Context: an optimization exercise on an open-source flow, tuned for small area and a short achievable clock period. The choices shown serve that exercise and are no tape-out recipe.
Only simulation tests tie the RTL to the original design; equivalence was not proved.
Power and IR drop assume default switching activity.

==> flow/design.v <==
module ALU(
	input [18:0] a,
	input [18:0] b,
	input [18:0] simm,
	input [4:0] p1,     
	input [4:0] n1,     
	input [4:0] p2,     
	input [4:0] n2,     
	input [4:0] neg,    
	input sel_imm,      
	output [18:0] sum
);
	wire [18:0] pp0;
	assign pp0[0] = (p1[0] & b[0]) | (n1[0] & ~b[0]) | n2[0] | (sel_imm & simm[0]);
	assign pp0[1] = (p1[0] & b[1]) | (n1[0] & ~b[1]) | (p2[0] & b[0]) | (n2[0] & ~b[0]) | (sel_imm & simm[1]);
	assign pp0[2] = (p1[0] & b[2]) | (n1[0] & ~b[2]) | (p2[0] & b[1]) | (n2[0] & ~b[1]) | (sel_imm & simm[2]);
	assign pp0[3] = (p1[0] & b[3]) | (n1[0] & ~b[3]) | (p2[0] & b[2]) | (n2[0] & ~b[2]) | (sel_imm & simm[3]);
	assign pp0[4] = (p1[0] & b[4]) | (n1[0] & ~b[4]) | (p2[0] & b[3]) | (n2[0] & ~b[3]) | (sel_imm & simm[4]);
	assign pp0[5] = (p1[0] & b[5]) | (n1[0] & ~b[5]) | (p2[0] & b[4]) | (n2[0] & ~b[4]) | (sel_imm & simm[5]);
	assign pp0[6] = (p1[0] & b[6]) | (n1[0] & ~b[6]) | (p2[0] & b[5]) | (n2[0] & ~b[5]) | (sel_imm & simm[6]);
	assign pp0[7] = (p1[0] & b[7]) | (n1[0] & ~b[7]) | (p2[0] & b[6]) | (n2[0] & ~b[6]) | (sel_imm & simm[7]);
	assign pp0[8] = (p1[0] & b[8]) | (n1[0] & ~b[8]) | (p2[0] & b[7]) | (n2[0] & ~b[7]) | (sel_imm & simm[8]);
	assign pp0[9] = (p1[0] & b[9]) | (n1[0] & ~b[9]) | (p2[0] & b[8]) | (n2[0] & ~b[8]) | (sel_imm & simm[9]);
	assign pp0[10] = (p1[0] & b[10]) | (n1[0] & ~b[10]) | (p2[0] & b[9]) | (n2[0] & ~b[9]) | (sel_imm & simm[10]);
	assign pp0[11] = (p1[0] & b[11]) | (n1[0] & ~b[11]) | (p2[0] & b[10]) | (n2[0] & ~b[10]) | (sel_imm & simm[11]);
	assign pp0[12] = (p1[0] & b[12]) | (n1[0] & ~b[12]) | (p2[0] & b[11]) | (n2[0] & ~b[11]) | (sel_imm & simm[12]);
	assign pp0[13] = (p1[0] & b[13]) | (n1[0] & ~b[13]) | (p2[0] & b[12]) | (n2[0] & ~b[12]) | (sel_imm & simm[13]);
	assign pp0[14] = (p1[0] & b[14]) | (n1[0] & ~b[14]) | (p2[0] & b[13]) | (n2[0] & ~b[13]) | (sel_imm & simm[14]);
	assign pp0[15] = (p1[0] & b[15]) | (n1[0] & ~b[15]) | (p2[0] & b[14]) | (n2[0] & ~b[14]) | (sel_imm & simm[15]);
	assign pp0[16] = (p1[0] & b[16]) | (n1[0] & ~b[16]) | (p2[0] & b[15]) | (n2[0] & ~b[15]) | (sel_imm & simm[16]);
	assign pp0[17] = (p1[0] & b[17]) | (n1[0] & ~b[17]) | (p2[0] & b[16]) | (n2[0] & ~b[16]) | (sel_imm & simm[17]);
	assign pp0[18] = (p1[0] & b[18]) | (n1[0] & ~b[18]) | (p2[0] & b[17]) | (n2[0] & ~b[17]) | (sel_imm & simm[18]);
	wire [18:0] pp1;
	assign pp1[2] = (p1[1] & b[0]) | (n1[1] & ~b[0]) | n2[1];
	assign pp1[3] = (p1[1] & b[1]) | (n1[1] & ~b[1]) | (p2[1] & b[0]) | (n2[1] & ~b[0]);
	assign pp1[4] = (p1[1] & b[2]) | (n1[1] & ~b[2]) | (p2[1] & b[1]) | (n2[1] & ~b[1]);
	assign pp1[5] = (p1[1] & b[3]) | (n1[1] & ~b[3]) | (p2[1] & b[2]) | (n2[1] & ~b[2]);
	assign pp1[6] = (p1[1] & b[4]) | (n1[1] & ~b[4]) | (p2[1] & b[3]) | (n2[1] & ~b[3]);
	assign pp1[7] = (p1[1] & b[5]) | (n1[1] & ~b[5]) | (p2[1] & b[4]) | (n2[1] & ~b[4]);
	assign pp1[8] = (p1[1] & b[6]) | (n1[1] & ~b[6]) | (p2[1] & b[5]) | (n2[1] & ~b[5]);
	assign pp1[9] = (p1[1] & b[7]) | (n1[1] & ~b[7]) | (p2[1] & b[6]) | (n2[1] & ~b[6]);
	assign pp1[10] = (p1[1] & b[8]) | (n1[1] & ~b[8]) | (p2[1] & b[7]) | (n2[1] & ~b[7]);
	assign pp1[11] = (p1[1] & b[9]) | (n1[1] & ~b[9]) | (p2[1] & b[8]) | (n2[1] & ~b[8]);
	assign pp1[12] = (p1[1] & b[10]) | (n1[1] & ~b[10]) | (p2[1] & b[9]) | (n2[1] & ~b[9]);
	assign pp1[13] = (p1[1] & b[11]) | (n1[1] & ~b[11]) | (p2[1] & b[10]) | (n2[1] & ~b[10]);
	assign pp1[14] = (p1[1] & b[12]) | (n1[1] & ~b[12]) | (p2[1] & b[11]) | (n2[1] & ~b[11]);
	assign pp1[15] = (p1[1] & b[13]) | (n1[1] & ~b[13]) | (p2[1] & b[12]) | (n2[1] & ~b[12]);
	assign pp1[16] = (p1[1] & b[14]) | (n1[1] & ~b[14]) | (p2[1] & b[13]) | (n2[1] & ~b[13]);
	assign pp1[17] = (p1[1] & b[15]) | (n1[1] & ~b[15]) | (p2[1] & b[14]) | (n2[1] & ~b[14]);
	assign pp1[18] = (p1[1] & b[16]) | (n1[1] & ~b[16]) | (p2[1] & b[15]) | (n2[1] & ~b[15]);
	wire [18:0] pp2;
	assign pp2[4] = (p1[2] & b[0]) | (n1[2] & ~b[0]) | n2[2];
	assign pp2[5] = (p1[2] & b[1]) | (n1[2] & ~b[1]) | (p2[2] & b[0]) | (n2[2] & ~b[0]);
	assign pp2[6] = (p1[2] & b[2]) | (n1[2] & ~b[2]) | (p2[2] & b[1]) | (n2[2] & ~b[1]);
	assign pp2[7] = (p1[2] & b[3]) | (n1[2] & ~b[3]) | (p2[2] & b[2]) | (n2[2] & ~b[2]);
	assign pp2[8] = (p1[2] & b[4]) | (n1[2] & ~b[4]) | (p2[2] & b[3]) | (n2[2] & ~b[3]);
	assign pp2[9] = (p1[2] & b[5]) | (n1[2] & ~b[5]) | (p2[2] & b[4]) | (n2[2] & ~b[4]);
	assign pp2[10] = (p1[2] & b[6]) | (n1[2] & ~b[6]) | (p2[2] & b[5]) | (n2[2] & ~b[5]);
	assign pp2[11] = (p1[2] & b[7]) | (n1[2] & ~b[7]) | (p2[2] & b[6]) | (n2[2] & ~b[6]);
	assign pp2[12] = (p1[2] & b[8]) | (n1[2] & ~b[8]) | (p2[2] & b[7]) | (n2[2] & ~b[7]);
	assign pp2[13] = (p1[2] & b[9]) | (n1[2] & ~b[9]) | (p2[2] & b[8]) | (n2[2] & ~b[8]);
	assign pp2[14] = (p1[2] & b[10]) | (n1[2] & ~b[10]) | (p2[2] & b[9]) | (n2[2] & ~b[9]);
	assign pp2[15] = (p1[2] & b[11]) | (n1[2] & ~b[11]) | (p2[2] & b[10]) | (n2[2] & ~b[10]);
	assign pp2[16] = (p1[2] & b[12]) | (n1[2] & ~b[12]) | (p2[2] & b[11]) | (n2[2] & ~b[11]);
	assign pp2[17] = (p1[2] & b[13]) | (n1[2] & ~b[13]) | (p2[2] & b[12]) | (n2[2] & ~b[12]);
	assign pp2[18] = (p1[2] & b[14]) | (n1[2] & ~b[14]) | (p2[2] & b[13]) | (n2[2] & ~b[13]);
	wire [18:0] pp3;
	assign pp3[6] = (p1[3] & b[0]) | (n1[3] & ~b[0]) | n2[3];
	assign pp3[7] = (p1[3] & b[1]) | (n1[3] & ~b[1]) | (p2[3] & b[0]) | (n2[3] & ~b[0]);
	assign pp3[8] = (p1[3] & b[2]) | (n1[3] & ~b[2]) | (p2[3] & b[1]) | (n2[3] & ~b[1]);
	assign pp3[9] = (p1[3] & b[3]) | (n1[3] & ~b[3]) | (p2[3] & b[2]) | (n2[3] & ~b[2]);
	assign pp3[10] = (p1[3] & b[4]) | (n1[3] & ~b[4]) | (p2[3] & b[3]) | (n2[3] & ~b[3]);
	assign pp3[11] = (p1[3] & b[5]) | (n1[3] & ~b[5]) | (p2[3] & b[4]) | (n2[3] & ~b[4]);
	assign pp3[12] = (p1[3] & b[6]) | (n1[3] & ~b[6]) | (p2[3] & b[5]) | (n2[3] & ~b[5]);
	assign pp3[13] = (p1[3] & b[7]) | (n1[3] & ~b[7]) | (p2[3] & b[6]) | (n2[3] & ~b[6]);
	assign pp3[14] = (p1[3] & b[8]) | (n1[3] & ~b[8]) | (p2[3] & b[7]) | (n2[3] & ~b[7]);
	assign pp3[15] = (p1[3] & b[9]) | (n1[3] & ~b[9]) | (p2[3] & b[8]) | (n2[3] & ~b[8]);
	assign pp3[16] = (p1[3] & b[10]) | (n1[3] & ~b[10]) | (p2[3] & b[9]) | (n2[3] & ~b[9]);
	assign pp3[17] = (p1[3] & b[11]) | (n1[3] & ~b[11]) | (p2[3] & b[10]) | (n2[3] & ~b[10]);
	assign pp3[18] = (p1[3] & b[12]) | (n1[3] & ~b[12]) | (p2[3] & b[11]) | (n2[3] & ~b[11]);
	wire [18:0] pp4;
	assign pp4[8] = (p1[4] & b[0]) | (n1[4] & ~b[0]) | n2[4];
	assign pp4[9] = (p1[4] & b[1]) | (n1[4] & ~b[1]) | (p2[4] & b[0]) | (n2[4] & ~b[0]);
	assign pp4[10] = (p1[4] & b[2]) | (n1[4] & ~b[2]) | (p2[4] & b[1]) | (n2[4] & ~b[1]);
	assign pp4[11] = (p1[4] & b[3]) | (n1[4] & ~b[3]) | (p2[4] & b[2]) | (n2[4] & ~b[2]);
	assign pp4[12] = (p1[4] & b[4]) | (n1[4] & ~b[4]) | (p2[4] & b[3]) | (n2[4] & ~b[3]);
	assign pp4[13] = (p1[4] & b[5]) | (n1[4] & ~b[5]) | (p2[4] & b[4]) | (n2[4] & ~b[4]);
	assign pp4[14] = (p1[4] & b[6]) | (n1[4] & ~b[6]) | (p2[4] & b[5]) | (n2[4] & ~b[5]);
	assign pp4[15] = (p1[4] & b[7]) | (n1[4] & ~b[7]) | (p2[4] & b[6]) | (n2[4] & ~b[6]);
	assign pp4[16] = (p1[4] & b[8]) | (n1[4] & ~b[8]) | (p2[4] & b[7]) | (n2[4] & ~b[7]);
	assign pp4[17] = (p1[4] & b[9]) | (n1[4] & ~b[9]) | (p2[4] & b[8]) | (n2[4] & ~b[8]);
	assign pp4[18] = (p1[4] & b[10]) | (n1[4] & ~b[10]) | (p2[4] & b[9]) | (n2[4] & ~b[9]);
	wire t1 = a[8] ^ pp0[8];
	wire t2 = a[8] & pp0[8];
	wire t3 = a[9] ^ pp0[9];
	wire t4 = a[9] & pp0[9];
	wire t5 = a[10] ^ pp0[10];
	wire t6 = a[10] & pp0[10];
	wire t7 = a[11] ^ pp0[11];
	wire t8 = a[11] & pp0[11];
	wire t9 = a[12] ^ pp0[12];
	wire t10 = a[12] & pp0[12];
	wire t11 = a[13] ^ pp0[13];
	wire t12 = a[13] & pp0[13];
	wire t13 = a[14] ^ pp0[14];
	wire t14 = a[14] & pp0[14];
	wire t15 = a[15] ^ pp0[15];
	wire t16 = a[15] & pp0[15];
	wire t17 = a[16] ^ pp0[16];
	wire t18 = a[16] & pp0[16];
	wire t19 = a[17] ^ pp0[17];
	wire t20 = a[17] & pp0[17];
	wire t21 = a[18] ^ pp0[18];
	wire t23 = a[4] ^ pp0[4];
	wire t24 = a[4] & pp0[4];
	wire t25 = a[5] ^ pp0[5];
	wire t26 = a[5] & pp0[5];
	wire t27 = a[6] ^ pp0[6] ^ pp1[6];
	wire t28 = (a[6] & pp0[6]) | (a[6] & pp1[6]) | (pp0[6] & pp1[6]);
	wire t29 = pp2[6] ^ pp3[6];
	wire t30 = pp2[6] & pp3[6];
	wire t31 = a[7] ^ pp0[7] ^ pp1[7];
	wire t32 = (a[7] & pp0[7]) | (a[7] & pp1[7]) | (pp0[7] & pp1[7]);
	wire t33 = pp2[7] ^ pp3[7];
	wire t34 = pp2[7] & pp3[7];
	wire t35 = t1 ^ pp1[8] ^ pp2[8];
	wire t36 = (t1 & pp1[8]) | (t1 & pp2[8]) | (pp1[8] & pp2[8]);
	wire t37 = pp3[8] ^ pp4[8] ^ neg[4];
	wire t38 = (pp3[8] & pp4[8]) | (pp3[8] & neg[4]) | (pp4[8] & neg[4]);
	wire t39 = t3 ^ pp1[9] ^ pp2[9];
	wire t40 = (t3 & pp1[9]) | (t3 & pp2[9]) | (pp1[9] & pp2[9]);
	wire t41 = pp3[9] ^ pp4[9] ^ t2;
	wire t42 = (pp3[9] & pp4[9]) | (pp3[9] & t2) | (pp4[9] & t2);
	wire t43 = t5 ^ pp1[10] ^ pp2[10];
	wire t44 = (t5 & pp1[10]) | (t5 & pp2[10]) | (pp1[10] & pp2[10]);
	wire t45 = pp3[10] ^ pp4[10] ^ t4;
	wire t46 = (pp3[10] & pp4[10]) | (pp3[10] & t4) | (pp4[10] & t4);
	wire t47 = t7 ^ pp1[11] ^ pp2[11];
	wire t48 = (t7 & pp1[11]) | (t7 & pp2[11]) | (pp1[11] & pp2[11]);
	wire t49 = pp3[11] ^ pp4[11] ^ t6;
	wire t50 = (pp3[11] & pp4[11]) | (pp3[11] & t6) | (pp4[11] & t6);
	wire t51 = t9 ^ pp1[12] ^ pp2[12];
	wire t52 = (t9 & pp1[12]) | (t9 & pp2[12]) | (pp1[12] & pp2[12]);
	wire t53 = pp3[12] ^ pp4[12] ^ t8;
	wire t54 = (pp3[12] & pp4[12]) | (pp3[12] & t8) | (pp4[12] & t8);
	wire t55 = t11 ^ pp1[13] ^ pp2[13];
	wire t56 = (t11 & pp1[13]) | (t11 & pp2[13]) | (pp1[13] & pp2[13]);
	wire t57 = pp3[13] ^ pp4[13] ^ t10;
	wire t58 = (pp3[13] & pp4[13]) | (pp3[13] & t10) | (pp4[13] & t10);
	wire t59 = t13 ^ pp1[14] ^ pp2[14];
	wire t60 = (t13 & pp1[14]) | (t13 & pp2[14]) | (pp1[14] & pp2[14]);
	wire t61 = pp3[14] ^ pp4[14] ^ t12;
	wire t62 = (pp3[14] & pp4[14]) | (pp3[14] & t12) | (pp4[14] & t12);
	wire t63 = t15 ^ pp1[15] ^ pp2[15];
	wire t64 = (t15 & pp1[15]) | (t15 & pp2[15]) | (pp1[15] & pp2[15]);
	wire t65 = pp3[15] ^ pp4[15] ^ t14;
	wire t66 = (pp3[15] & pp4[15]) | (pp3[15] & t14) | (pp4[15] & t14);
	wire t67 = t17 ^ pp1[16] ^ pp2[16];
	wire t68 = (t17 & pp1[16]) | (t17 & pp2[16]) | (pp1[16] & pp2[16]);
	wire t69 = pp3[16] ^ pp4[16] ^ t16;
	wire t70 = (pp3[16] & pp4[16]) | (pp3[16] & t16) | (pp4[16] & t16);
	wire t71 = t19 ^ pp1[17] ^ pp2[17];
	wire t72 = (t19 & pp1[17]) | (t19 & pp2[17]) | (pp1[17] & pp2[17]);
	wire t73 = pp3[17] ^ pp4[17] ^ t18;
	wire t74 = (pp3[17] & pp4[17]) | (pp3[17] & t18) | (pp4[17] & t18);
	wire t75 = t21 ^ pp1[18] ^ pp2[18];
	wire t77 = pp3[18] ^ pp4[18] ^ t20;
	wire t79 = a[2] ^ pp0[2];
	wire t80 = a[2] & pp0[2];
	wire t81 = a[3] ^ pp0[3];
	wire t82 = a[3] & pp0[3];
	wire t83 = t23 ^ pp1[4] ^ pp2[4];
	wire t84 = (t23 & pp1[4]) | (t23 & pp2[4]) | (pp1[4] & pp2[4]);
	wire t85 = t25 ^ pp1[5] ^ pp2[5];
	wire t86 = (t25 & pp1[5]) | (t25 & pp2[5]) | (pp1[5] & pp2[5]);
	wire t87 = t27 ^ t29 ^ neg[3];
	wire t88 = (t27 & t29) | (t27 & neg[3]) | (t29 & neg[3]);
	wire t89 = t31 ^ t33 ^ t28;
	wire t90 = (t31 & t33) | (t31 & t28) | (t33 & t28);
	wire t91 = t35 ^ t37 ^ t32;
	wire t92 = (t35 & t37) | (t35 & t32) | (t37 & t32);
	wire t93 = t39 ^ t41 ^ t36;
	wire t94 = (t39 & t41) | (t39 & t36) | (t41 & t36);
	wire t95 = t43 ^ t45 ^ t40;
	wire t96 = (t43 & t45) | (t43 & t40) | (t45 & t40);
	wire t97 = t47 ^ t49 ^ t44;
	wire t98 = (t47 & t49) | (t47 & t44) | (t49 & t44);
	wire t99 = t51 ^ t53 ^ t48;
	wire t100 = (t51 & t53) | (t51 & t48) | (t53 & t48);
	wire t101 = t55 ^ t57 ^ t52;
	wire t102 = (t55 & t57) | (t55 & t52) | (t57 & t52);
	wire t103 = t59 ^ t61 ^ t56;
	wire t104 = (t59 & t61) | (t59 & t56) | (t61 & t56);
	wire t105 = t63 ^ t65 ^ t60;
	wire t106 = (t63 & t65) | (t63 & t60) | (t65 & t60);
	wire t107 = t67 ^ t69 ^ t64;
	wire t108 = (t67 & t69) | (t67 & t64) | (t69 & t64);
	wire t109 = t71 ^ t73 ^ t68;
	wire t110 = (t71 & t73) | (t71 & t68) | (t73 & t68);
	wire t111 = t75 ^ t77 ^ t72;
	wire t113 = a[0] ^ pp0[0];
	wire t114 = a[0] & pp0[0];
	wire t115 = a[1] ^ pp0[1];
	wire t116 = a[1] & pp0[1];
	wire t117 = t79 ^ pp1[2] ^ neg[1];
	wire t118 = (t79 & pp1[2]) | (t79 & neg[1]) | (pp1[2] & neg[1]);
	wire t119 = t81 ^ pp1[3] ^ t80;
	wire t120 = (t81 & pp1[3]) | (t81 & t80) | (pp1[3] & t80);
	wire t121 = t83 ^ neg[2] ^ t82;
	wire t122 = (t83 & neg[2]) | (t83 & t82) | (neg[2] & t82);
	wire t123 = t85 ^ t24 ^ t84;
	wire t124 = (t85 & t24) | (t85 & t84) | (t24 & t84);
	wire t125 = t87 ^ t26 ^ t86;
	wire t126 = (t87 & t26) | (t87 & t86) | (t26 & t86);
	wire t127 = t89 ^ t30 ^ t88;
	wire t128 = (t89 & t30) | (t89 & t88) | (t30 & t88);
	wire t129 = t91 ^ t34 ^ t90;
	wire t130 = (t91 & t34) | (t91 & t90) | (t34 & t90);
	wire t131 = t93 ^ t38 ^ t92;
	wire t132 = (t93 & t38) | (t93 & t92) | (t38 & t92);
	wire t133 = t95 ^ t42 ^ t94;
	wire t134 = (t95 & t42) | (t95 & t94) | (t42 & t94);
	wire t135 = t97 ^ t46 ^ t96;
	wire t136 = (t97 & t46) | (t97 & t96) | (t46 & t96);
	wire t137 = t99 ^ t50 ^ t98;
	wire t138 = (t99 & t50) | (t99 & t98) | (t50 & t98);
	wire t139 = t101 ^ t54 ^ t100;
	wire t140 = (t101 & t54) | (t101 & t100) | (t54 & t100);
	wire t141 = t103 ^ t58 ^ t102;
	wire t142 = (t103 & t58) | (t103 & t102) | (t58 & t102);
	wire t143 = t105 ^ t62 ^ t104;
	wire t144 = (t105 & t62) | (t105 & t104) | (t62 & t104);
	wire t145 = t107 ^ t66 ^ t106;
	wire t146 = (t107 & t66) | (t107 & t106) | (t66 & t106);
	wire t147 = t109 ^ t70 ^ t108;
	wire t148 = (t109 & t70) | (t109 & t108) | (t70 & t108);
	wire t149 = t111 ^ t74 ^ t110;
	wire [18:0] r0 = {t149, t147, t145, t143, t141, t139, t137, t135, t133, t131, t129, t127, t125, t123, t121, t119, t117, t115, t113};
	wire [18:0] r1 = {t148, t146, t144, t142, t140, t138, t136, t134, t132, t130, t128, t126, t124, t122, t120, t118, t116, t114, neg[0]};
	assign sum = r0 + r1;
endmodule
module CPU(
	input clk,
	input reset,
	output [4:0] instr_addr,
	input [18:0] instr,
	output reg [18:0] alu_result,
	output rf_we,
	output [2:0] rf_waddr,
	output reg [18:0] rf_wdata,
	output mem_we,
	output [4:0] mem_waddr,
	output [18:0] mem_wdata
);
	wire [1:0] ty    = instr[18:17];
	wire [1:0] code  = instr[16:15];
	wire [2:0] rs    = instr[14:12];
	wire [2:0] rt    = instr[11:9];
	wire [2:0] rd    = instr[8:6];
	wire [2:0] funct = instr[2:0];
	wire [8:0] imm   = instr[8:0];
	wire [18:0] simm = {{10{imm[8]}}, imm};
	wire t_r = (ty == 2'b00);
	wire t_i = (ty == 2'b01);
	wire t_m = (ty == 2'b10);
	wire t_j = (ty == 2'b11);
	wire is_lea = t_i && (code == 2'b11);
	wire is_sub = t_r ? (funct == 3'b010 || funct == 3'b111) : (t_m && code == 2'b10);
	wire is_imm = !t_r && !is_lea && !is_sub;
	reg [4:0] pc;
	reg [18:0] rf [1:7];
	reg [7:1] rf_v;
	reg [18:0] mem [0:31];
	reg [31:0] mem_v;
	reg [18:0] a, b;
	integer x;
	always @(*) begin
		a = 19'd0;
		b = 19'd0;
		for (x = 1; x < 8; x = x + 1) begin
			a = a | ({19{rs == x && rf_v[x]}} & rf[x]);
			b = b | ({19{rt == x && rf_v[x]}} & rf[x]);
		end
	end
	wire [11:0] k = {2'b00, imm, 1'b0};
	reg [4:0] p1, n1, p2, n2;
	reg h, m1, l;
	integer i;
	always @(*) begin
		for (i = 0; i < 5; i = i + 1) begin
			h = k[2*i+2];
			m1 = k[2*i+1];
			l = k[2*i];
			if (is_lea) begin
				p1[i] = ~h & (m1 ^ l);
				n1[i] = h & (m1 ^ l);
				p2[i] = ~h & m1 & l;
				n2[i] = h & ~m1 & ~l;
			end else begin
				p1[i] = (i == 0) && !is_imm && !is_sub;
				n1[i] = (i == 0) && is_sub;
				p2[i] = 1'b0;
				n2[i] = 1'b0;
			end
		end
	end
	wire [18:0] sum;
	ALU alu (
		.a(a), .b(b), .simm(simm),
		.p1(p1), .n1(n1), .p2(p2), .n2(n2), .neg(n1 | n2), .sel_imm(is_imm),
		.sum(sum)
	);
	wire slt    = (a[18] != b[18]) ? a[18] : sum[18];
	wire b_zero = (b == 19'd0);
	wire equal  = (sum == 19'd0);
	wire [4:0] addr = a[4:0] + imm[4:0];
	wire pcm = t_m && (code == 2'b01);
	wire [4:0] raddr = pcm ? b[4:0] : addr;
	reg [18:0] mrd;
	integer y;
	always @(*) begin
		mrd = 19'd0;
		for (y = 0; y < 32; y = y + 1)
			mrd = mrd | ({19{raddr == y && mem_v[y]}} & mem[y]);
	end
	wire mvz   = (funct == 3'b001);
	wire s_and = t_r && funct == 3'b100;
	wire s_or  = t_r && funct == 3'b101;
	wire s_slt = t_r && funct == 3'b111;
	wire s_mvz = t_r && mvz;
	wire s_andi = t_i && code == 2'b01;
	wire s_lw  = t_i && code == 2'b10;
	wire s_sum = !(s_and || s_or || s_slt || s_mvz || s_andi);
	wire [18:0] logic_res = ({19{s_and}} & (a & b)) | ({19{s_or}} & (a | b)) |
	                        ({19{s_andi}} & (a & simm)) | {18'd0, s_slt & slt};
	always @(*) begin
		alu_result = ({19{s_sum}} & sum) | ({19{s_mvz}} & b) | logic_res;
		rf_wdata = ({19{s_sum && !s_lw}} & sum) | ({19{s_mvz}} & a) |
		           ({19{s_lw}} & mrd) | logic_res;
	end
	wire [2:0] wa = (t_i || t_m) ? rt : rd;
	wire wen = (t_r && (!mvz || b_zero)) || t_i;
	assign rf_we = wen && (wa != 3'd0);
	assign rf_waddr = wa;
	assign mem_we = t_m && !code[1];
	assign mem_waddr = addr;
	assign mem_wdata = pcm ? mrd + 19'd1 : b;
	wire [4:0] pc1 = pc + 5'd1;
	wire beq = t_m && (code == 2'b10);
	wire [4:0] npc = pcm ? mrd[4:0] :
	                 t_j ? instr[4:0] :
	                 (beq && equal) ? pc1 + imm[4:0] : pc1;
	assign instr_addr = pc;
	always @(posedge clk or posedge reset)
		if (reset) pc <= 5'd0;
		else pc <= npc;
	integer w;
	always @(posedge clk)
		for (w = 1; w < 8; w = w + 1)
			if (rf_we && wa == w) rf[w] <= rf_wdata;
	always @(posedge clk or posedge reset)
		if (reset) rf_v <= 7'd0;
		else if (rf_we) rf_v[wa] <= 1'b1;
	integer j;
	always @(posedge clk)
		for (j = 0; j < 32; j = j + 1)
			if (mem_we && addr == j) mem[j] <= mem_wdata;
	always @(posedge clk or posedge reset)
		if (reset) mem_v <= 32'd0;
		else if (mem_we) mem_v[addr] <= 1'b1;
endmodule
==> flow/flow/run.sh <==
#!/bin/bash
# The standard layout (standard.sh) with these changes:
#  - ABC maps the logic with flow/abc.script (area-recovering mapping) instead
#    of ORFS's abc_speed.script; the rest of the synthesis is synth_recipe.tcl;
#  - no full/half-adder cell extraction (ADDER_MAP_FILE empty), so ABC sees
#    and times the adders together with the rest of the logic;
#  - repair_timing aims for SETUP_SLACK_MARGIN ns of setup slack;
#  - clock tree: no dummy loads, larger sink clusters;
#  - ports are buffered with buf_2 (repair_timing resizes them as needed).
# The SDC (clock period, I/O delays, loads) is the standard flow's, unchanged.
set -euo pipefail
W=$(pwd)
cat > "$W/abc_wrap.tcl" <<EOT
proc abc {args} {
  set i [lsearch \$args -script]
  if {\$i >= 0} { lset args [expr {\$i + 1}] $W/flow/abc.script }
  yosys abc {*}\$args
}
source $W/synth_recipe.tcl
EOT
sed "s#SYNTH_SCRIPT=[^ ]*#SYNTH_SCRIPT=$W/abc_wrap.tcl#" standard.sh > my_standard.sh
export ADDER_MAP_FILE=
export SETUP_SLACK_MARGIN=${MARGIN:-5}
export CTS_ARGS="-sink_clustering_enable -repair_clock_nets -dont_use_dummy_load -sink_clustering_size 30 -sink_clustering_max_diameter 80"
export BUFFER_PORTS_ARGS="-buffer_cell sky130_fd_sc_hd__buf_2"
bash my_standard.sh finish > standard.log 2>&1
==> flow/flow/abc.script <==
&get -n
&st
&dch
&nf -R 1000
&st
&dch
&nf -R 1000
&put
buffer -c
topo
stime -c
upsize -c
dnsize -c
==> flow/standard.sh <==
#!/bin/bash
# synth_recipe.tcl (not shown) runs the flow's synth.tcl, then flattens the netlist and writes it again
# the make line also repeats each setting of config.mk as NAME=value (left out here)
make -C /OpenROAD-flow-scripts/flow DESIGN_CONFIG=/design/flow/config.mk WORK_HOME=/design/flow/orfs CLKGATE_MAP_FILE= SYNTH_SCRIPT=/design/flow/synth_recipe.tcl "${@:-finish}"
==> flow/config.mk <==
export PLATFORM = sky130hd
export DESIGN_NAME = CPU
export DESIGN_NICKNAME = CPU
export VERILOG_FILES = /design/flow/design.v
export SDC_FILE = /design/flow/constraint.sdc
export NUM_CORES = 4
export LEC_CHECK = 0
export CAP_MARGIN = 20
export CORE_MARGIN = 2
export CORE_UTILIZATION = 40
export SLEW_MARGIN = 20
==> flow/constraint.sdc <==
create_clock -name core_clock -period 19.0 [get_ports {clk}]
set_input_delay 3.8000 -clock core_clock [delete_from_list [all_inputs] [get_ports {clk}]]
set_output_delay 3.8000 -clock core_clock [all_outputs]
set_load 0.01 [all_outputs]
==> impl_metrics.toml, run 1 <==
[clock_tree]
cts_max_path_buffers = 3
cts.root.buffer_cell = "clkbuf_16"
cts_sinks = 785
clock_latency_ns = 0.65
numCtsBuffers = 37
cts-htree-levels = 2
cts.clk_slew.worst_paths_ns = 0.10
cts_tree = "yes"

[global_route]
maximum_number_of_pins_on_one_net_before_global_route_repair = 48
number_of_global_route_vias_before_repair = 25400
gr-total-overflow = 0
track_usage = 0.283
grt_first_pass_wirelength_um = 185000
antenna_found_initial = 2

[run]
drv_cap = 0

[sta]
totalNegativeSetupSlack_ns = 0
setup_violations = 0
final_min_period_over_clock_period = 0.753
max_slew.worst_pin.slew_ns = 1.14
setup_repair_after_global_routing_missed_its_margin = "true"
max_slew_violation_total_from_the_final_report = 0
fin_skew_ns = 0.139
fmax_ghz = 0.0699
slew_headroom = 0.234
finalHoldViolations = 0
period_minus_slack_ns = 14.31

[routing]
routed_wire_length_per_instance_um = 32.2
finalWirelength_um = 133000
route.detailed.drc = 0
detail_route.iter0.violations = 5162
vias_per_cell = 6.57
first_pass_iters = 7
num_vias = 27200
final_antenna_net_count = 0

[floorplanning]
die_width_um = 301
io-pin-count = 93
die_area_um2 = 90400
fp-row-count = 108
fp.coreArea_um2 = 87000
chipHeight_um = 301
start_util = 0.405

[finish]
design.final.nets = 3005
fillCellCount = 7669
stdcell_area_um2 = 41400
multi_input_comb_area_um2 = 12000
final_layout_size_suffix_gt1_frac = 0.224
layout.area.seq_um2 = 23400
final_cell_count_no_fill = 4138
area_delta_synth_final_pct = 17.4

[power]
share_seq_of_total_power = 0.413
comb_power_share = 0.433
power.clock.fraction = 0.155
intPower_mw = 3.42
power_per_cell_area_nw_per_um2 = 134
power_spent_charging_and_discharging_nets_mw = 2.13
sw_frac_of_total = 0.383
power.static_leakage_nw = 14.3
power.ir.vdd_worst_mv = 0.230

[yosys]
synth_enable_flop_cells = 741
syn_nets = 2744
async_flop_share = 0.0561
synthesis.area_per_instance_um2 = 12.9
syn_area_um2 = 35200
synth-seq-cells = 785
postSynthCellCount = 2723
yosys_warnings = 3
seq_area_frac_synth = 0.663
synth_ff_type = "edfxtp_1"
synth_cell_type_count = 75

[critical_path]
setup.worst_path.end_class = "primary output"
timing.critical_path.required_ns = 15.20
crit_path_max_fanout = 8
critical_path.startpoint_type = "input port"
reg2reg_setup_slack_ns = 11.61
critPathMostFrequentCell = "buf_12"
critPathMaxStageDelay_ns = 0.46
timing.critical_path.slowest_stage_cell = "or4_4"
worstPathArrival_ns = 10.51
worstSetupPathType = "input port to primary output"

[placed_design]
place_hpwl_um = 77100
portBuffers = 92
numPlacedInstances = 3926
gp_routability_congestion = 0.915
cell_area_after_placement_um2 = 37700

[run_status]
status = "no timing/DRC/antenna violations"

[min_path]
min_path_type = "flop to flop"
## power groups by stage
stage                     Combinational [mW]  Sequential [mW]  Clock (mW)
final                                   2.40             2.29       0.858
after global placement                  2.06             2.32           0
after floorplan                         1.27             2.31           0
after detailed placement                2.11             2.33           0
after global routing                    2.54             2.30       0.915
after CTS                               2.25             2.29       0.861
## per-stage QoR
stage               hold slack, ns  worst slack (ns)   util  total power [mW]
global placement             0.443              2.96  0.433              4.39
floorplan                    0.420              5.13      -              3.58
finish                       0.475              4.69  0.475              5.55
detailed placement           0.447              2.91  0.433              4.43
CTS                          0.471              4.83  0.463              5.40
global route                 0.489              4.52  0.475              5.75
## state kept, by name (all words and copies together), names as in the netlist
name and count:
mem 608, rf 133, rf_v 7, mem_v 32, pc 5
## cell families after synthesis
group,after synthesis,share of synthesized area
AOI/OAI and AO/OA,670,0.145
xor gates and xnor gates,145,0.0366
adders and majority gates,19,0.00547
buffers and inverters,203,0.0245
DFF,785,0.663
muxes,5,0.00149
and+or+nand+nor,896,0.123
## final timing paths
check | startpoint | to | cells past startpoint
max | instr[12] | mem_wdata[18] | 32
min | mem_v[6] | mem_v[6] | 1
max reg2reg | rf_v[7] | pc[4] | 30
min reg2reg | mem_v[6] | mem_v[6] | 1
max in group asynchronous | reset | mem_v[22] | 2
min in group asynchronous | reset | mem_v[13] | 2
## cell usage in the layout (no fill, tap or decap), types with 74 or more instances in the layout
master and instances:
nand2_1 285, a222oi_1 143, nand3_1 96, buf_2 83, buf_4 243, nor2_1 174, edfxtp_1 741, a22oi_1 135
xnor2_1 82, a21oi_1 74
## repair_timing
item,CTS,global route
gates cloned,5,6
hold buffers,0,0
setup buffers,100,62
resized for setup,188,94
pin swaps,23,47
endpoints found under the setup margin,34,17
## area by class of cell
type	instances	area share
sequential	785	0.565
clock buffer	37	0.0224
timing repair buffer	395	0.0854
antenna	1	0.0000605
inverter	27	0.00248
tap	1155	0.0349
multi-input combinational	1738	0.290
## cell usage after synthesis, types with 6 or more instances
library cell / instances / area share
edfxtp_1: 741 / 0.63
nand2_1: 288 / 0.031
nor2_1: 189 / 0.020
a222oi_1: 143 / 0.041
a22oi_1: 137 / 0.029
nand3_1: 109 / 0.015
clkbuf_1: 97 / 0.010
xnor2_1: 92 / 0.023
a21oi_1: 78 / 0.011
o21ai_0: 76 / 0.011
a22o_1: 54 / 0.013
nor3_1: 54 / 0.0077
xor2_1: 52 / 0.013
and3_1: 49 / 0.0087
buf_2: 48 / 0.0068
or2_2: 46 / 0.0082
dfrtp_1: 44 / 0.031
a221oi_1: 43 / 0.011
o211ai_1: 34 / 0.0072
nand4_1: 32 / 0.0057
nand2b_1: 29 / 0.0052
inv_1: 27 / 0.0029
nor2b_1: 25 / 0.0044
buf_1: 19 / 0.0020
nor4_1: 19 / 0.0034
maj3_1: 17 / 0.0048
o22ai_1: 17 / 0.0030
a31oi_1: 12 / 0.0021
a21o_1: 11 / 0.0023
buf_4: 11 / 0.0023
o21ai_1: 11 / 0.0016
and2_1: 9 / 0.0016
o2111ai_1: 9 / 0.0022
a211oi_1: 8 / 0.0017
or3_1: 7 / 0.0012
and4_1: 6 / 0.0015
## worst max-delay path, delay by kind of cell
| family | cells | cell delay (ns) |
|---|---|---|
| AND/OR/NAND/NOR | 13 | 3.34 |
| adder cells (fa/ha/maj) | 1 | 0.36 |
| XOR/XNOR | 3 | 0.55 |
| buffers and inverters | 8 | 1.07 |
| AO/OA/AOI/OAI | 7 | 1.39 |
## per-layer routing
metal,share of wire,global-route usage,vias to the layer above,wire length [µm]
met3,0.12,0.0567,344,16500
met1,0.36,0.369,13600,47600
met2,0.47,0.470,2089,62800
met4,0.047,0.105,0,6260
li1,-,-,11200,-
met5,0,0,-,0
==> run 2, diff against run 1 <==
--- a/flow/flow/run.sh
+++ b/flow/flow/run.sh
@@ -3,6 +3,4 @@
 #  - ABC maps the logic with flow/abc.script (area-recovering mapping) instead
 #    of ORFS's abc_speed.script; the rest of the synthesis is synth_recipe.tcl;
-#  - no full/half-adder cell extraction (ADDER_MAP_FILE empty), so ABC sees
-#    and times the adders together with the rest of the logic;
 #  - repair_timing aims for SETUP_SLACK_MARGIN ns of setup slack;
 #  - clock tree: no dummy loads, larger sink clusters;
@@ -20,7 +18,6 @@
 EOT
 sed "s#SYNTH_SCRIPT=[^ ]*#SYNTH_SCRIPT=$W/abc_wrap.tcl#" standard.sh > my_standard.sh
-export ADDER_MAP_FILE=
 export SETUP_SLACK_MARGIN=${MARGIN:-5}
-export CTS_ARGS="-sink_clustering_enable -repair_clock_nets -dont_use_dummy_load -sink_clustering_size 30 -sink_clustering_max_diameter 80"
+export CTS_ARGS="-sink_clustering_enable -repair_clock_nets -dont_use_dummy_load -sink_clustering_size 24 -sink_clustering_max_diameter 70"
 export BUFFER_PORTS_ARGS="-buffer_cell sky130_fd_sc_hd__buf_2"
 bash my_standard.sh finish > standard.log 2>&1
--- a/flow/config.mk
+++ b/flow/config.mk
@@ -8,4 +8,4 @@
 export CAP_MARGIN = 20
 export CORE_MARGIN = 2
-export CORE_UTILIZATION = 40
+export CORE_UTILIZATION = 60
 export SLEW_MARGIN = 20
==> run 2 against run 1 <==
Against the previous run:
- clock power up 4.9%
- core utilization up 20 points
- sequential power down 5%
- critical path depth down 2
- cell area down 4.7%
- combinational power down 37%
- synthesized area up 0.96%
- hold slack worse by 0.020 ns
- global-route usage up 12 points
- critical path type unchanged
==> impl_metrics.toml, run 2 <==
[run_status]
status = "no timing/DRC/antenna violations"

[routing]
vias_per_cell = 7.33
finalWirelength_um = 123000
num_vias = 25600
route.detailed.drc = 0
routed_wire_length_per_instance_um = 35.1
final_antenna_net_count = 0
first_pass_iters = 8
detail_route.iter0.violations = 4363

[yosys]
synthesis.area_per_instance_um2 = 13.7
async_flop_share = 0.0561
synth_enable_flop_cells = 741
seq_area_frac_synth = 0.657
ys_top_cells_by_count = "edfxtp_1 (741), nand2_1 (237), a222oi_1 (162), nor2_1 (151), a22oi_1 (132)"
synth_largest_area_cell = "edfxtp_1"
synth_most_common_cell = "edfxtp_1"
yosys_warnings = 3
synth_cell_type_count = 71
syn_nets = 2750
synth_ff_type = "edfxtp_1"
synth.top_cell.area_share = 0.626
syn_area_um2 = 35600
synth-seq-cells = 785
synth.top_cells.by_area = "edfxtp_1 (63%), a222oi_1 (4.6%), dfrtp_1 (3.1%)"
postSynthCellCount = 2603

[clock_tree]
cts.clk_slew.worst_paths_ns = 0.07
cts_sinks = 785
postCtsHoldBufs = 0
cts_tree = "yes"
cts_max_path_buffers = 3
clock_latency_ns = 0.63
cts-htree-levels = 2
cts.root.buffer_cell = "clkbuf_16"
numCtsBuffers = 42

[floorplanning]
fp.coreArea_um2 = 58800
start_util = 0.605
die_width_um = 247
chipHeight_um = 247
io-pin-count = 93
fp-row-count = 89
die_area_um2 = 61200

[global_route]
grt_first_pass_wirelength_um = 172000
number_of_global_route_vias_before_repair = 24300
antenna_found_initial = 3
track_usage = 0.399
maximum_number_of_pins_on_one_net_before_global_route_repair = 45
gr-total-overflow = 0

[finish]
mostFrequentLayoutCell = "edfxtp_1"
fillCellCount = 4236
post-route-util = 0.670
largest_register = "mem"
largest_register_ffs = 608
area_delta_synth_final_pct = 10.8
design.final.nets = 2869
commonest_non_fill_non_tap_cells_in_the_layout = "edfxtp_1 (741), nand2_1 (234), a222oi_1 (162)"
largest_registers = "mem (608), rf (133), mem_v (32)"
final_layout_size_suffix_gt1_frac = 0.164

[run]
drv_cap = 0

[critical_path]
cp.buffers_inverters = 7
worstSetupPathType = "input port to primary output"
setup.worst_path.end_class = "primary output"
timing.critical_path.required_ns = 15.20
path_delay_family = "simple AND/OR/NAND/NOR gates"
timing.critical_path.slowest_stage_cell = "or4_4"
critPathMostFrequentCell = "buf_2"
worstPathArrival_ns = 10.00
critical_path.startpoint_type = "input port"
critPathMaxStageDelay_ns = 0.60
crit_path_max_fanout = 33

[sta]
max_slew.worst_pin.slew_ns = 1.15
totalNegativeSetupSlack_ns = 0
final_min_period_over_clock_period = 0.726
fmax_ghz = 0.0725
slew_headroom = 0.234
fin_skew_ns = 0.109
period_minus_slack_ns = 13.80
hold_ws_ns = 0.455
setup_violations = 0
finalHoldViolations = 0
setup_repair_after_global_routing_missed_its_margin = "true"
max_slew_violation_total_from_the_final_report = 0

[placed_design]
gp_routability_congestion = 0.960
place_hpwl_um = 74700
portBuffers = 92

[power]
power.static_leakage_nw = 14.1
power.ir.vdd_worst_mv = 0.126
power_per_cell_area_nw_per_um2 = 116

[min_path]
min_path_type = "flop to flop"
## run 2: final timing paths
path	startpoint	endpoint	slack (ns)	cells after the start
max in group asynchronous	reset	pc[0]	15.05	2
hold / removal	mem_v[9]	mem_v[9]	0.45	1
min in group asynchronous	reset	mem_v[15]	3.35	2
hold reg to reg	mem_v[9]	mem_v[9]	0.45	1
setup reg to reg	rf_v[5]	pc[4]	11.88	22
setup / recovery	instr[12]	mem_wdata[13]	5.20	30
## run 2: area by class of cell
cell class / count / area [µm²] / share of cell area
Sequential cell: 785 / 23400 / 0.593
Multi-Input combinational cell: 1554 / 11700 / 0.297
Timing Repair Buffer: 257 / 2020 / 0.0512
Clock buffer: 42 / 1050 / 0.0267
Tap cell: 773 / 967 / 0.0245
Inverter: 82 / 309 / 0.00784
Antenna cell: 1 / 2.50 / 0.0000635
## run 2: metrics by stage
step           power (mW)  setup slack [ns]  instance area (µm²)  std cells
6_report             4.59              5.20                39400       3494
5_1_grt              4.74              4.97                39400       3493
4_1_cts              4.49              5.00                38800       3465
3_5_place_dp         3.60              4.03                37400       3408
3_3_place_gp         3.57              4.22                37400       3408
2_1_floorplan        3.00              5.00                35600       2603
## run 2: cells by family after synthesis
family,Yosys count,share of synthesized area
flops,785,0.657
simple gates,698,0.0951
fa+ha+maj,126,0.0557
compound gates,663,0.145
buf+inv,264,0.0306
xor+xnor,54,0.0133
mux,13,0.00373
## run 2: power breakdown
group / leakage [nW] / switching [mW] / internal, mW
clock: 0.518 / 0.506 / 0.394
combinational: 6.21 / 1.04 / 0.470
sequential: 7.36 / 0.0406 / 2.14
## run 2: routing by layer
metal / global-route usage / share of wire / vias to the layer above
li1: - / - / 10500
met1: 0.533 / 0.35 / 12800
met2: 0.636 / 0.46 / 1984
met3: 0.0775 / 0.13 / 365
met4: 0.190 / 0.060 / 4
met5: 0 / 0.00019 / -
## run 2: worst register-to-register path, stage by stage, from the launching register on
cell and delay (ns):
dfrtp_1 0.42, and4b_4 0.29, a222oi_1 0.41, nand3_2 0.55, a211o_1 0.49, ha_1 0.27
inv_1 0.05, fa_1 0.52, fa_1 0.44, fa_1 0.49, inv_1 0.04, ha_1 0.33
a21oi_1 0.14, nand2_1 0.13, xor2_1 0.22, or4_1 0.62, nor4_1 0.21, nand2_1 0.07
or4_1 0.59, or3_1 0.43, a21oi_1 0.15, a21oi_1 0.06, o21ai_1 0.13
## run 2: repair_timing
item	4_1_cts	5_1_grt
setup buffers	15	25
hold endpoints to repair	0	0
endpoints found under the setup margin	30	16
gates resized for setup	64	81
cloned	0	3
pin swaps	6	26
==> run 3, diff against run 2 <==
--- a/flow/flow/run.sh
+++ b/flow/flow/run.sh
@@ -18,5 +18,5 @@
 EOT
 sed "s#SYNTH_SCRIPT=[^ ]*#SYNTH_SCRIPT=$W/abc_wrap.tcl#" standard.sh > my_standard.sh
-export SETUP_SLACK_MARGIN=${MARGIN:-5}
+export SETUP_SLACK_MARGIN=5.4
 export CTS_ARGS="-sink_clustering_enable -repair_clock_nets -dont_use_dummy_load -sink_clustering_size 24 -sink_clustering_max_diameter 70"
 export BUFFER_PORTS_ARGS="-buffer_cell sky130_fd_sc_hd__buf_2"
==> run 3 against run 2 <==
Against the previous run:
- critical endpoint is now alu_result[0]
- via count rose by 2.9%
- die area is the same
- hold slack improved by 0.0023 ns
==> impl_metrics.toml, run 3 <==
[sta]
fin_skew_ns = 0.106
final_min_period_over_clock_period = 0.717
slew_headroom = 0.230
setup_repair_after_global_routing_missed_its_margin = "true"
fmax_ghz = 0.0734
max_slew.worst_pin.slew_ns = 1.15
period_minus_slack_ns = 13.62
totalNegativeSetupSlack_ns = 0
setup_ws_ns = 5.38
finalHoldViolations = 0
setup_violations = 0
max_slew_violation_total_from_the_final_report = 0

[yosys]
syn_nets = 2750
post_synth_fa_ha_maj_area_fraction = 0.0557
ys_top_cells_by_count = "edfxtp_1 (741), nand2_1 (237), a222oi_1 (162), nor2_1 (151), a22oi_1 (132)"
synth_largest_area_cell = "edfxtp_1"
synth_top_family_by_area = "compound AO/OA/AOI/OAI gates"
synth.top_cell.area_share = 0.626
async_flop_share = 0.0561
synth-seq-cells = 785
syn_area_um2 = 35600
seq_area_frac_synth = 0.657
yosys_warnings = 3
postSynthCellCount = 2603
synth_ff_type = "edfxtp_1"
post_synth_xor_area_fraction = 0.0133
yosys-mux-area-fraction = 0.00373
synth_enable_flop_cells = 741
synth_most_common_cell = "edfxtp_1"
synth_cell_type_count = 71
synthesis.area_per_instance_um2 = 13.7
synth-simple-area-share = 0.0951
synth.top_cells.by_area = "edfxtp_1 (63%), a222oi_1 (4.6%), dfrtp_1 (3.1%)"
synth_compound_area_frac = 0.145

[min_path]
worstHoldEndpoint = "mem_v[30]"
min_path_type = "flop to flop"
hold_path_startpoint = "mem_v[30]"
hold_depth = 1

[critical_path]
critical_path.startpoint_type = "input port"
worstPathArrival_ns = 9.82
critPathMostFrequentCell = "a21o_1"
path_delay_family = "compound AO/OA/AOI/OAI gates"
timing.critical_path.slowest_stage_cell = "fa_1"
number_of_cells_on_the_worst_reg_to_reg_path = 29
setup.worst_path.end_class = "primary output"
reg2reg_setup_slack_ns = 11.62
timing.critical_path.required_ns = 15.20
critPathMaxStageDelay_ns = 0.58
crit_path_max_fanout = 8
reg2reg_to = "pc[4]"
worstSetupPathType = "input port to primary output"
startpoint_of_the_worst_slack_reg_to_reg_timing_path = "rf_v[6]"
cp.buffers_inverters = 6

[power]
sw_frac_of_total = 0.349
comb_power_share = 0.350
power_spent_charging_and_discharging_nets_mw = 1.65
power.static_leakage_nw = 14.8
power.ir.vdd_worst_mv = 0.113
power.clock.fraction = 0.189
share_seq_of_total_power = 0.462
intPower_mw = 3.07
power_per_cell_area_nw_per_um2 = 116

[routing]
final_antenna_net_count = 0
vias_per_cell = 7.34
detail_route.iter0.violations = 4853
route.detailed.drc = 0
first_pass_iters = 10
num_vias = 26400
routed_wire_length_per_instance_um = 35.3
finalWirelength_um = 127000

[floorplanning]
start_util = 0.605
die_width_um = 247
die_area_um2 = 61200
io-pin-count = 93
fp.coreArea_um2 = 58800
chipHeight_um = 247
fp-row-count = 89

[clock_tree]
postCtsHoldBufs = 0
cts-htree-levels = 2
clock_latency_ns = 0.61
cts_sinks = 785
numCtsBuffers = 41
cts.clk_slew.worst_paths_ns = 0.09
cts_tree = "yes"
cts.root.buffer_cell = "clkbuf_16"
cts_max_path_buffers = 3

[finish]
fillCellCount = 4032
mostFrequentLayoutCell = "edfxtp_1"
commonest_non_fill_non_tap_cells_in_the_layout = "edfxtp_1 (741), nand2_1 (229), buf_4 (198)"
design.final.nets = 2967
area_delta_synth_final_pct = 14.6
largest_registers = "mem (608), rf (133), mem_v (32)"
largest_register = "mem"
final_layout_size_suffix_gt1_frac = 0.209
largest_register_ffs = 608

[run_status]
status = "no timing/DRC/antenna violations"

[global_route]
maximum_number_of_pins_on_one_net_before_global_route_repair = 45
gr-total-overflow = 0
grt_first_pass_wirelength_um = 176000
antenna_found_initial = 1
track_usage = 0.408
number_of_global_route_vias_before_repair = 24700

[placed_design]
portBuffers = 92
post_placement_worst_setup_slack_ns = 4.03
gp_routability_congestion = 1.00
place_hpwl_um = 74700

[run]
drv_cap = 0
==> run 3: cell counts after synthesis <==
Identical to the previous run, type by type.
==> run 3: area by class of cell <==
type                            instances  area, µm²  area share
Sequential cell                       785      23400       0.573
Multi-Input combinational cell       1557      12000       0.295
Timing Repair Buffer                  353       3070      0.0753
Clock buffer                           41       1030      0.0252
Tap cell                              773        967      0.0237
Inverter                               82        309     0.00758
Antenna cell                            1       2.50   0.0000614
==> run 3: cells by family (layout without fill, tap and decap cells) <==
| group | count (synthesis) | count (layout) |
|---|---|---|
| xor+xnor | 54 | 54 |
| buf+inv | 264 | 476 |
| flops | 785 | 785 |
| fa+ha+maj | 126 | 126 |
| mux | 13 | 13 |
| compound gates | 663 | 663 |
| simple gates | 698 | 701 |
| other cells | 0 | 1 |
==> run 3: power by group through the flow <==
stage	clock network (mW)	logic (mW)	registers [mW]
floorplan	0	0.795	2.20
global placement	0	1.36	2.21
detailed placement	0	1.39	2.21
CTS	0.890	1.49	2.18
global route	0.946	1.73	2.18
finish	0.890	1.65	2.18
==> run 3: repair_timing <==
item,CTS,global route
pin swaps,41,75
resized for setup,121,114
endpoints found under the hold margin,0,0
setup buffers,42,86
endpoints found under the setup margin,39,24
cloned,6,6
==> run 3: worst max path at each step <==
stage | from | to | slack (ns) | depth (start not counted)
2_1_floorplan | instr[14] | mem_wdata[16] | 5.40 | 29
3_3_place_gp | instr[13] | mem_wdata[18] | 4.24 | 31
3_5_place_dp | instr[18] | rf_wdata[0] | 4.03 | 34
4_1_cts | instr[9] | rf_wdata[0] | 5.39 | 32
5_1_grt | instr[11] | rf_wdata[0] | 5.17 | 32
6_report | instr[10] | alu_result[0] | 5.38 | 31
==> run 3: metrics by stage <==
step | cell area [µm²] | std cells | hold slack, ns | power (mW) | utilization
after floorplan | 35600 | 2603 | 0.420 | 3.00 | -
after global placement | 37400 | 3410 | 0.431 | 3.57 | 0.636
after detailed placement | 37400 | 3410 | 0.439 | 3.60 | 0.636
after CTS | 39400 | 3499 | 0.460 | 4.55 | 0.671
after global routing | 40700 | 3591 | 0.477 | 4.86 | 0.693
final | 40700 | 3592 | 0.457 | 4.72 | 0.693
==> run 3: routing by layer <==
| metal | vias up | track usage | routed length [µm] |
|---|---|---|---|
| met4 | 0 | 0.246 | 9420 |
| met2 | 2216 | 0.634 | 57500 |
| met3 | 470 | 0.0826 | 16900 |
| met1 | 13000 | 0.534 | 42900 |
| met5 | - | 0 | 0 |
| li1 | 10700 | - | - |
==> run 4, diff against run 3 <==
--- a/flow/flow/run.sh
+++ b/flow/flow/run.sh
@@ -5,5 +5,5 @@
 #  - repair_timing aims for SETUP_SLACK_MARGIN ns of setup slack;
 #  - clock tree: no dummy loads, larger sink clusters;
-#  - ports are buffered with buf_2 (repair_timing resizes them as needed).
+#  - ports are buffered with buf_1 (repair_timing resizes them as needed).
 # The SDC (clock period, I/O delays, loads) is the standard flow's, unchanged.
 set -euo pipefail
@@ -18,6 +18,6 @@
 EOT
 sed "s#SYNTH_SCRIPT=[^ ]*#SYNTH_SCRIPT=$W/abc_wrap.tcl#" standard.sh > my_standard.sh
-export SETUP_SLACK_MARGIN=5.4
+export SETUP_SLACK_MARGIN=5
 export CTS_ARGS="-sink_clustering_enable -repair_clock_nets -dont_use_dummy_load -sink_clustering_size 24 -sink_clustering_max_diameter 70"
-export BUFFER_PORTS_ARGS="-buffer_cell sky130_fd_sc_hd__buf_2"
+export BUFFER_PORTS_ARGS="-buffer_cell sky130_fd_sc_hd__buf_1"
 bash my_standard.sh finish > standard.log 2>&1
==> run 4 against run 3 <==
Against the previous run:
- still clean
- global-route usage fell by 0.79 points
- non-clock buffer count fell by 97
- synthesized cell count did not move
- first-iteration DRC count fell by 9.3%
- critical path type unchanged
==> impl_metrics.toml, run 4 <==
[sta]
final_min_period_over_clock_period = 0.723
period_minus_slack_ns = 13.74
totalNegativeSetupSlack_ns = 0
max_slew.worst_pin.slew_ns = 1.15
max_slew_violation_total_from_the_final_report = 0
finalHoldViolations = 0
fin_skew_ns = 0.0780
slew_headroom = 0.232
setup_violations = 0
setup_repair_after_global_routing_missed_its_margin = "true"
hold_ws_ns = 0.452
fmax_ghz = 0.0728

[finish]
largest_register = "mem"
antenna_cells_inserted = 0
layout.area.seq_um2 = 23400
commonest_non_fill_non_tap_cells_in_the_layout = "edfxtp_1 (741), nand2_1 (232), a222oi_1 (162)"
design.final.nets = 2867
area_delta_synth_final_pct = 10.7
post-route-util = 0.669
stdcell_area_um2 = 39300
final_layout_size_suffix_gt1_frac = 0.130
multi_input_comb_area_um2 = 11700
largest_register_ffs = 608
final_cell_count_no_fill = 3491
fillCellCount = 4250
largest_registers = "mem (608), rf (133), mem_v (32)"
mostFrequentLayoutCell = "edfxtp_1"

[floorplanning]
start_util = 0.605
io-pin-count = 93
die_area_um2 = 61200
fp-row-count = 89
chipHeight_um = 247
fp.coreArea_um2 = 58800
die_width_um = 247

[yosys]
yosys_warnings = 3
synth.top_cells.by_area = "edfxtp_1 (63%), a222oi_1 (4.6%), dfrtp_1 (3.1%)"
synth_most_common_cell = "edfxtp_1"
synthesis.area_per_instance_um2 = 13.7
ys_top_cells_by_count = "edfxtp_1 (741), nand2_1 (237), a222oi_1 (162), nor2_1 (151), a22oi_1 (132)"
synth_ff_type = "edfxtp_1"
synth-seq-cells = 785
synth_cell_type_count = 71
synth_enable_flop_cells = 741
syn_area_um2 = 35600
seq_area_frac_synth = 0.657
async_flop_share = 0.0561
postSynthCellCount = 2603
syn_nets = 2750
synth_largest_area_cell = "edfxtp_1"
synth.top_cell.area_share = 0.626

[placed_design]
gp_routability_congestion = 0.972
cell_area_after_placement_um2 = 37300
numPlacedInstances = 3418
place_hpwl_um = 74400
portBuffers = 92

[global_route]
maximum_number_of_pins_on_one_net_before_global_route_repair = 45
number_of_global_route_vias_before_repair = 24100
gr-total-overflow = 0
antenna_found_initial = 0
grt_first_pass_wirelength_um = 172000
track_usage = 0.400

[power]
power.ir.vdd_worst_mv = 0.0956
power_per_cell_area_nw_per_um2 = 116
power.static_leakage_nw = 13.8

[critical_path]
timing.critical_path.slowest_stage_cell = "or3_4"
crit_path_max_fanout = 19
worstSetupPathType = "input port to primary output"
critPathMaxStageDelay_ns = 0.45
worstPathArrival_ns = 9.94
critical_path.startpoint_type = "input port"
reg2reg_setup_slack_ns = 11.78
setup.worst_path.end_class = "primary output"
cp.buffers_inverters = 6
path_delay_family = "simple AND/OR/NAND/NOR gates"
timing.critical_path.required_ns = 15.20

[clock_tree]
cts_sinks = 785
cts.root.buffer_cell = "clkbuf_16"
postCtsHoldBufs = 0
cts_max_path_buffers = 3
cts-htree-levels = 2
clock_latency_ns = 0.61
cts.clk_slew.worst_paths_ns = 0.07
cts_tree = "yes"
numCtsBuffers = 41

[routing]
num_vias = 25500
routed_wire_length_per_instance_um = 35.4
final_antenna_net_count = 0
finalWirelength_um = 124000
route.detailed.drc = 0
vias_per_cell = 7.30
detail_route.iter0.violations = 4402
first_pass_iters = 10

[run_status]
status = "no timing/DRC/antenna violations"

[run]
drv_cap = 0

[min_path]
min_path_type = "flop to flop"
run 4: cell counts after synthesis:
Identical to the previous run, type by type.
run 4: cell families after synthesis:
family	after synthesis	share of synthesized area
flops	785	0.657
simple gates	698	0.0951
compound gates	663	0.145
buf+inv	264	0.0306
fa+ha+maj	126	0.0557
xor+xnor	54	0.0133
mux	13	0.00373
run 4: final cells by class:
type                       count  area share
timing repair buffer         256      0.0508
multi-input combinational   1554       0.297
tap                          773      0.0246
clock buffer                  41      0.0261
inverter                      82     0.00782
sequential                   785       0.594
run 4: final timing paths:
kind | to | start | cells after the start
setup / recovery | mem_wdata[18] | instr[14] | 33
hold / removal | mem_v[31] | mem_v[31] | 1
setup reg to reg | pc[4] | rf_v[5] | 27
hold reg to reg | mem_v[31] | mem_v[31] | 1
max in group asynchronous | mem_v[16] | reset | 3
min in group asynchronous | mem_v[20] | reset | 2
run 4: report_power, final:
part	total [mW]	switching, mW	leakage [nW]	internal (mW)
Clock	0.887	0.502	0.505	0.386
Sequential	2.18	0.0417	7.36	2.14
Combinational	1.51	1.06	5.97	0.453
run 4: routing by layer:
layer | vias up | share of wire | wire [µm] | track usage
met5 | - | 0 | 0 | 0
met4 | 0 | 0.063 | 7730 | 0.197
met3 | 412 | 0.13 | 16000 | 0.0700
met2 | 1994 | 0.47 | 57700 | 0.643
met1 | 12600 | 0.34 | 42200 | 0.532
li1 | 10500 | - | - | -
run 4: repair_timing:
item                                    in CTS  in global routing
setup buffers                                7                 19
resized for setup                           54                100
endpoints found under the setup margin      33                 18
pin swaps                                    6                 20
gates cloned                                 0                  5
run 4: through the flow:
| stage | power (mW) | setup WS, ns |
|---|---|---|
| floorplan | 3.00 | 5.00 |
| global placement | 3.55 | 4.14 |
| detailed placement | 3.58 | 3.88 |
| CTS | 4.46 | 4.99 |
| global route | 4.71 | 4.99 |
| finish | 4.57 | 5.26 |
==> run 5, diff against run 4 <==
--- a/flow/flow/run.sh
+++ b/flow/flow/run.sh
@@ -3,5 +3,6 @@
 #  - ABC maps the logic with flow/abc.script (area-recovering mapping) instead
 #    of ORFS's abc_speed.script; the rest of the synthesis is synth_recipe.tcl;
-#  - repair_timing aims for SETUP_SLACK_MARGIN ns of setup slack;
+#  - repair_timing aims for 5.4 ns of setup slack, and is not run again
+#    after global routing (SKIP_INCREMENTAL_REPAIR);
 #  - clock tree: no dummy loads, larger sink clusters;
 #  - ports are buffered with buf_1 (repair_timing resizes them as needed).
@@ -18,5 +19,6 @@
 EOT
 sed "s#SYNTH_SCRIPT=[^ ]*#SYNTH_SCRIPT=$W/abc_wrap.tcl#" standard.sh > my_standard.sh
-export SETUP_SLACK_MARGIN=5
+export SETUP_SLACK_MARGIN=5.4
+export SKIP_INCREMENTAL_REPAIR=1
 export CTS_ARGS="-sink_clustering_enable -repair_clock_nets -dont_use_dummy_load -sink_clustering_size 24 -sink_clustering_max_diameter 70"
 export BUFFER_PORTS_ARGS="-buffer_cell sky130_fd_sc_hd__buf_1"
==> run 5 against run 4 <==
Against the previous run:
- register-to-register slack got worse by 0.05 ns
- global-route usage rose by 0.83 points
- largest cell class unchanged
- clock-buffer cell count rose by 1
- still clean
==> impl_metrics.toml, run 5 <==
[sta]
fmax_ghz = 0.0727
period_minus_slack_ns = 13.75
fin_skew_ns = 0.0685
finalHoldViolations = 0
max_slew_violation_total_from_the_final_report = 0
slew_headroom = 0.234
max_slew.worst_pin.slew_ns = 1.15
setup_violations = 0
totalNegativeSetupSlack_ns = 0
final_min_period_over_clock_period = 0.724

[floorplanning]
fp.coreArea_um2 = 58800
start_util = 0.605
io-pin-count = 93
die_area_um2 = 61200
fp-row-count = 89
die_width_um = 247
chipHeight_um = 247

[clock_tree]
post_cts_buffers = 34
cts.clk_slew.worst_paths_ns = 0.09
cts_sinks = 785
cts-htree-levels = 2
cts_max_path_buffers = 3
cts.root.buffer_cell = "clkbuf_16"
cts_tree = "yes"
clock_latency_ns = 0.61
numCtsBuffers = 42
cts_resized = 122
postCtsHoldBufs = 0

[routing]
final_antenna_net_count = 0
routed_wire_length_per_instance_um = 35.6
route.detailed.drc = 0
detail_route.iter0.violations = 4647
num_vias = 25500
finalWirelength_um = 125000
first_pass_iters = 10
vias_per_cell = 7.30

[global_route]
maximum_number_of_pins_on_one_net_before_global_route_repair = 45
grt_first_pass_wirelength_um = 175000
antenna_found_initial = 0
gr-total-overflow = 0
track_usage = 0.408
number_of_global_route_vias_before_repair = 24500

[yosys]
ys_top_cells_by_count = "edfxtp_1 (741), nand2_1 (237), a222oi_1 (162), nor2_1 (151), a22oi_1 (132)"
synth_cell_type_count = 71
synthesis.area_per_instance_um2 = 13.7
postSynthCellCount = 2603
synth_ff_type = "edfxtp_1"
synth.top_cells.by_area = "edfxtp_1 (63%), a222oi_1 (4.6%), dfrtp_1 (3.1%)"
seq_area_frac_synth = 0.657
synth_enable_flop_cells = 741
synth_top_family_by_area = "compound AO/OA/AOI/OAI gates"
synth.top_cell.area_share = 0.626
synth_compound_area_frac = 0.145
yosys-mux-area-fraction = 0.00373
yosys_warnings = 3
post_synth_xor_area_fraction = 0.0133
syn_area_um2 = 35600
synth_largest_area_cell = "edfxtp_1"
synth-simple-area-share = 0.0951
async_flop_share = 0.0561
post_synth_fa_ha_maj_area_fraction = 0.0557
synth_most_common_cell = "edfxtp_1"
syn_nets = 2750
synth-seq-cells = 785

[critical_path]
number_of_cells_on_the_worst_reg_to_reg_path = 24
worstPathArrival_ns = 9.95
timing.critical_path.required_ns = 15.20
setup.worst_path.end_class = "primary output"
critPathMaxStageDelay_ns = 0.70
crit_path_max_fanout = 11
timing.critical_path.slowest_stage_cell = "nor3_2"
critical_path.startpoint_type = "input port"
critPathMostFrequentCell = "a21o_1"
worstSetupPathType = "input port to primary output"

[finish]
final_cell_count_no_fill = 3501
largest_register = "mem"
largest_register_ffs = 608
antenna_cells_inserted = 0
design.final.nets = 2877
largest_registers = "mem (608), rf (133), mem_v (32)"
fillCellCount = 4140
commonest_non_fill_non_tap_cells_in_the_layout = "edfxtp_1 (741), nand2_1 (234), a222oi_1 (162)"
final_layout_size_suffix_gt1_frac = 0.130
area_delta_synth_final_pct = 10.6
mostFrequentLayoutCell = "edfxtp_1"

[run]
drv_cap = 0

[run_status]
status = "no timing/DRC/antenna violations"

[placed_design]
portBuffers = 92
gp_routability_congestion = 0.975
place_hpwl_um = 75400
numPlacedInstances = 3421

[power]
power_per_cell_area_nw_per_um2 = 116
power.ir.vdd_worst_mv = 0.141
power.static_leakage_nw = 13.9

[min_path]
hold_depth = 1
min_path_type = "flop to flop"
==> run 5: cell types whose count changed in the layout (fill, tap and decap cells not counted), moves of 3 or more <==
cell,delta
buf_12,-8
o21ai_1,-3
bufbuf_16,+4
buf_4,+19
buf_6,+3
clkbuf_16,-4
o21ai_0,+3
==> run 5: cell families after synthesis <==
logic type	Yosys count
DFF	785
and+or+nand+nor	698
AOI/OAI and AO/OA	663
buffers and inverters	264
adders and majority gates	126
xor gates and xnor gates	54
muxes	13
==> run 5: power by group <==
| part | switching (mW) | leakage [nW] | total (mW) | internal [mW] |
|---|---|---|---|---|
| sequential | 0.0416 | 7.36 | 2.18 | 2.14 |
| clock | 0.509 | 0.518 | 0.903 | 0.394 |
| combinational | 1.03 | 6.00 | 1.48 | 0.449 |
==> run 5: path summary, 6_finish.rpt <==
kind	end	slack [ns]	startpoint
max	rf_wdata[0]	5.25	instr[18]
max in group asynchronous	mem_v[16]	14.92	reset
max reg2reg	pc[4]	11.73	rf_v[1]
min	mem_v[9]	0.46	mem_v[9]
min reg2reg	mem_v[9]	0.46	mem_v[9]
min in group asynchronous	rf_v[5]	3.42	reset
==> run 5: metrics by stage <==
step	hold WS (ns)	cell area, µm²	util	total power, mW	worst slack [ns]
detailed placement	0.436	37400	0.635	3.56	3.77
CTS	0.457	39300	0.669	4.52	5.41
global placement	0.432	37400	0.635	3.53	3.95
finish	0.458	39300	0.669	4.56	5.25
floorplan	0.420	35600	-	3.00	5.40
global route	0.471	39300	0.669	4.71	4.93
==> run 5: critical path: cells and delay by family <==
kind                     cells  cell delay (ns)
AND/OR/NAND/NOR              7             1.51
buffers and inverters        6             0.81
adder cells (fa/ha/maj)      4             1.59
AO/OA/AOI/OAI               13             2.10
XOR/XNOR                     1             0.13
==> run 5: final cells by class <==
type,instances,area [µm²],share of cell area
flip-flops and latches,785,23400,0.594
multi-input cells,1554,11600,0.296
well taps,773,967,0.0246
inverters,82,308,0.00783
repair buffers,265,1980,0.0505
clock buffers,42,1050,0.0267
==> run 5: per-layer routing <==
layer  routed length, µm  vias up  track usage
met4                8460        0        0.219
met5                   0        -            0
met1               42300    12600        0.527
li1                    -    10500            -
met2               57900     2000        0.659
met3               16100      430       0.0794

## port drivers added, routing unchanged
Ports are ideal in the flow. The routed layouts listed here were re-timed in OpenROAD. Step 1, drivers: a clkbuf_16 drives clk and a buf_2 each remaining input, both assumed. Step 2, shift: input delay + t, output delay - t, t = (earliest + latest rising clock arrival at the registers) / 2. This alone moves slack from input paths to output paths. a / b / c = ideal / step 1 / step 2; a / b = the first two.
run | shift t [ns] | setup WS [ns] | hold WS [ns] | slew at the worst register clock pin (ns) | pins driven straight from the clock port
run 1 | 0.639 | 4.689 / 4.620 / 4.620 | 0.475 / 0.475 / 0.475 | 0.11 / 0.11 | 1
run 2 | 0.650 | 5.204 / 5.182 / 5.182 | 0.455 / 0.455 / 0.455 | 0.10 / 0.10 | 1
run 3 | 0.617 | 5.376 / 5.328 / 5.328 | 0.457 / 0.457 / 0.457 | 0.09 / 0.09 | 1
run 4 | 0.637 | 5.256 / 5.234 / 5.234 | 0.452 / 0.452 / 0.452 | 0.10 / 0.10 | 1
run 5 | 0.647 | 5.251 / 5.222 / 5.222 | 0.458 / 0.458 / 0.458 | 0.10 / 0.10 | 1
After both steps every run listed still meets setup and hold. The setup slack of run 1, which loses most, moves by -0.069 ns with the drivers and by -0.069 ns with both steps.
